Source: an optimization exercise on an open RTL-to-GDS flow (aim: a short achievable clock period and few clock cycles). Production flows keep margins and buffers that such runs may drop.
In this exercise RTL edits were held to simulation tests only and were not proved equivalent to the original.

Setup of old:
## Uniciclo
module Uniciclo (
    input  logic        clockCPU,
    input  logic        reset,
    input  logic [4:0]  RegIn,
    output logic [31:0] PC,
    input  logic [31:0] Instr,
    output logic [31:0] MemAddr, MemWrData,
    output logic        MemWrEn,
    input  logic [31:0] MemRdData,
    output logic [31:0] RegOut
    );
export LEC_CHECK = 0
export CAP_MARGIN = 20
export CORE_MARGIN = 2
export CORE_UTILIZATION = 33
export PLACE_DENSITY = 0.42
export SETUP_SLACK_MARGIN = 0.6
export SLEW_MARGIN = 20
create_clock -name core_clock -period 10.0 [get_ports {clockCPU}]
standard.sh (not shown) runs the stock make flow with config.mk's settings and CLKGATE_MAP_FILE= SYNTH_SCRIPT=/design/flow/synth_recipe.tcl, a recipe that flattens the netlist after the stock synthesis.
==> flow/flow/run.sh <==
#!/bin/bash
# Layout flow: the standard ORFS flow (standard.sh) with these changes:
#  - synthesis leaves adders to ABC instead of mapping full/half-adder cells,
#    and ABC maps with a shorter script (flow/abc_speed.script: choices,
#    then delay-oriented mapping and sizing);
#  - a few slow cells (4-input ORs, 4-input muxes, majority gates, ...) are
#    not used (a222oi, which comes in one size only, too);
#  - after placement, the flip-flops that drive output ports are moved next
#    to the ports' buffers (flow/move_out_ffs.tcl, log in move_out_ffs.log).
# Each tool's output stays in its ORFS log under orfs/logs; make's output
# goes to flow_make.log.
set -euo pipefail
MARGIN=6.8
SLOW=""
for c in or4_1 or4_2 or4_4 or4b_1 or4b_2 or4b_4 or4bb_1 or4bb_2 or4bb_4 \
         or3_1 or3_2 or3_4 or3b_1 or3b_2 or3b_4 mux4_1 mux4_2 mux4_4 \
         nor4b_1 nor4b_2 nor4b_4 nor4bb_1 nor4bb_2 nor4bb_4 \
         a2111o_1 a2111o_2 a2111o_4 o2111a_1 o2111a_2 o2111a_4 o41a_1 o41a_2 o41a_4 \
         maj3_1 maj3_2 maj3_4 a222oi_1; do
    SLOW="$SLOW sky130_fd_sc_hd__$c"
done
PLAT=$(make -s -C "$FLOW_HOME" DESIGN_CONFIG="$FLOW_CONFIG" WORK_HOME="$(pwd)/orfs" \
       print-DONT_USE_CELLS 2>/dev/null | sed -n 's/^DONT_USE_CELLS: //p')
echo "platform dont-use: $PLAT" > dont_use.log
[ -n "$PLAT" ]
DU="$PLAT$SLOW"
# ORFS's scripts, with our ABC script
rm -rf scripts_abc
cp -r "$FLOW_HOME/scripts" scripts_abc
cp flow/abc_speed.script scripts_abc/abc_speed.script
SD="$(pwd)/scripts_abc"
sed -E "s|SETUP_SLACK_MARGIN=[^ ]+|SETUP_SLACK_MARGIN=${MARGIN} ADDER_MAP_FILE= SCRIPTS_DIR=${SD} 'DONT_USE_CELLS=${DU}'|" standard.sh > std_custom.sh
grep -q "SETUP_SLACK_MARGIN=${MARGIN}" std_custom.sh
# placement, then the output flip-flops moved next to their ports' buffers,
# then the rest of the flow from clock tree synthesis on
bash std_custom.sh place > flow_make.log 2>&1
PLACED=$(ls orfs/results/*/*/*/3_place.odb)
ODB="$PLACED" openroad -no_init -exit flow/move_out_ffs.tcl > move_out_ffs.log 2>&1
grep -q "moved" move_out_ffs.log
bash std_custom.sh >> flow_make.log 2>&1
==> flow/flow/move_out_ffs.tcl <==
# Moves each flip-flop that drives an output port's buffer (and nothing else)
# next to that buffer, which placement put by the port, then legalizes.
# Reads and rewrites the placed design given in ODB.
set pdir $::env(FLOW_HOME)/platforms/sky130hd
read_lef $pdir/lef/sky130_fd_sc_hd.tlef
read_lef $pdir/lef/sky130_fd_sc_hd_merged.lef
read_db $::env(ODB)

proc drv_inst {net} {
  foreach it [$net getITerms] {
    if {[$it isOutputSignal]} { return [$it getInst] }
  }
  return ""
}

set block [ord::get_db_block]
set moved 0
foreach bt [$block getBTerms] {
  if {[$bt getIoType] ne "OUTPUT"} continue
  set buf [drv_inst [$bt getNet]]
  if {$buf eq ""} continue
  set inet ""
  foreach it [$buf getITerms] {
    if {[$it isInputSignal]} { set inet [$it getNet] }
  }
  if {$inet eq ""} continue
  set ff [drv_inst $inet]
  if {$ff eq ""} continue
  if {![string match "*__df*" [[$ff getMaster] getName]]} continue
  if {[llength [$inet getITerms]] > 2} continue
  set loc [$buf getLocation]
  $ff setLocation [lindex $loc 0] [lindex $loc 1]
  incr moved
}
puts "moved $moved flip-flops next to their output buffers"
detailed_placement
check_placement
write_db $::env(ODB)
Other scripts of this flow, unchanged in this note and not shown: flow/flow/abc_speed.script
Testbench counts of old, summed over its fixed seeds: cycles 89,603.
Relative to old, the following input files were edited for new:
--- a/flow/flow/move_out_ffs.tcl
+++ b/flow/flow/move_out_ffs.tcl
@@ -2 +2,2 @@
-# next to that buffer, which placement put by the port, then legalizes.
+# next to that buffer, which placement put by the port (MemAddr's half way
+# only), then legalizes.
@@ -32 +33,8 @@
-  $ff setLocation [lindex $loc 0] [lindex $loc 1]
+  if {[string match "MemAddr*" [$bt getName]]} {
+    # MemAddr's go half way only: their inputs come from a long path too
+    set f [$ff getLocation]
+    $ff setLocation [expr {([lindex $loc 0] + [lindex $f 0]) / 2}] \
+                    [expr {([lindex $loc 1] + [lindex $f 1]) / 2}]
+  } else {
+    $ff setLocation [lindex $loc 0] [lindex $loc 1]
+  }
==> comparison <==
- Diff old -> new: count of clock-net buffers in the final layout went up, total routed wirelength went down, minimum setup slack in the final design went up, reg2reg setup slack went up, register cell area after layout did not really move.
- Taking old as the reference, in new vias after detailed routing fell 1154, part of the cycle the worst path needs fell 1.2 points.
- On new: via count of the first global-routing pass is about 0.6% lower than what old gave.
- Sequential share of layout area, new and old: lower on old
- For new, the type of the worst setup path was input port to flop, unlike old, where it was flop to flop.
- For old, the worst setup path endpoint was m_addr[10], unlike new, where it was PC[7].

==> static timing again, ports no longer ideal <==
How much do the figures lean on ideal ports? The routed layouts below were timed once more, with nothing changed but the port constraints. Step 1 sets driving cells, clkbuf_16 on the clock port and buf_2 on the other inputs (assumed; they add their load-dependent delay and slew). Step 2, shift: input delay + t, output delay - t, t = (earliest + latest rising clock arrival at the registers) / 2. This alone moves slack from input paths to output paths. Three values: ideal, step 1, step 2; two values: the first two.
| run | t, ns | setup WS [ns] | worst setup path after step 2 |
|---|---|---|---|
| old | 1.033 | 6.379 / 6.379 / 5.513 | input to register |
| new | 1.035 | 6.499 / 6.469 / 5.528 | input to register |
After both steps every run listed still meets setup and hold. For new, which loses most, drivers alone change the setup slack by -0.030 ns; drivers and shift together by -0.971 ns.
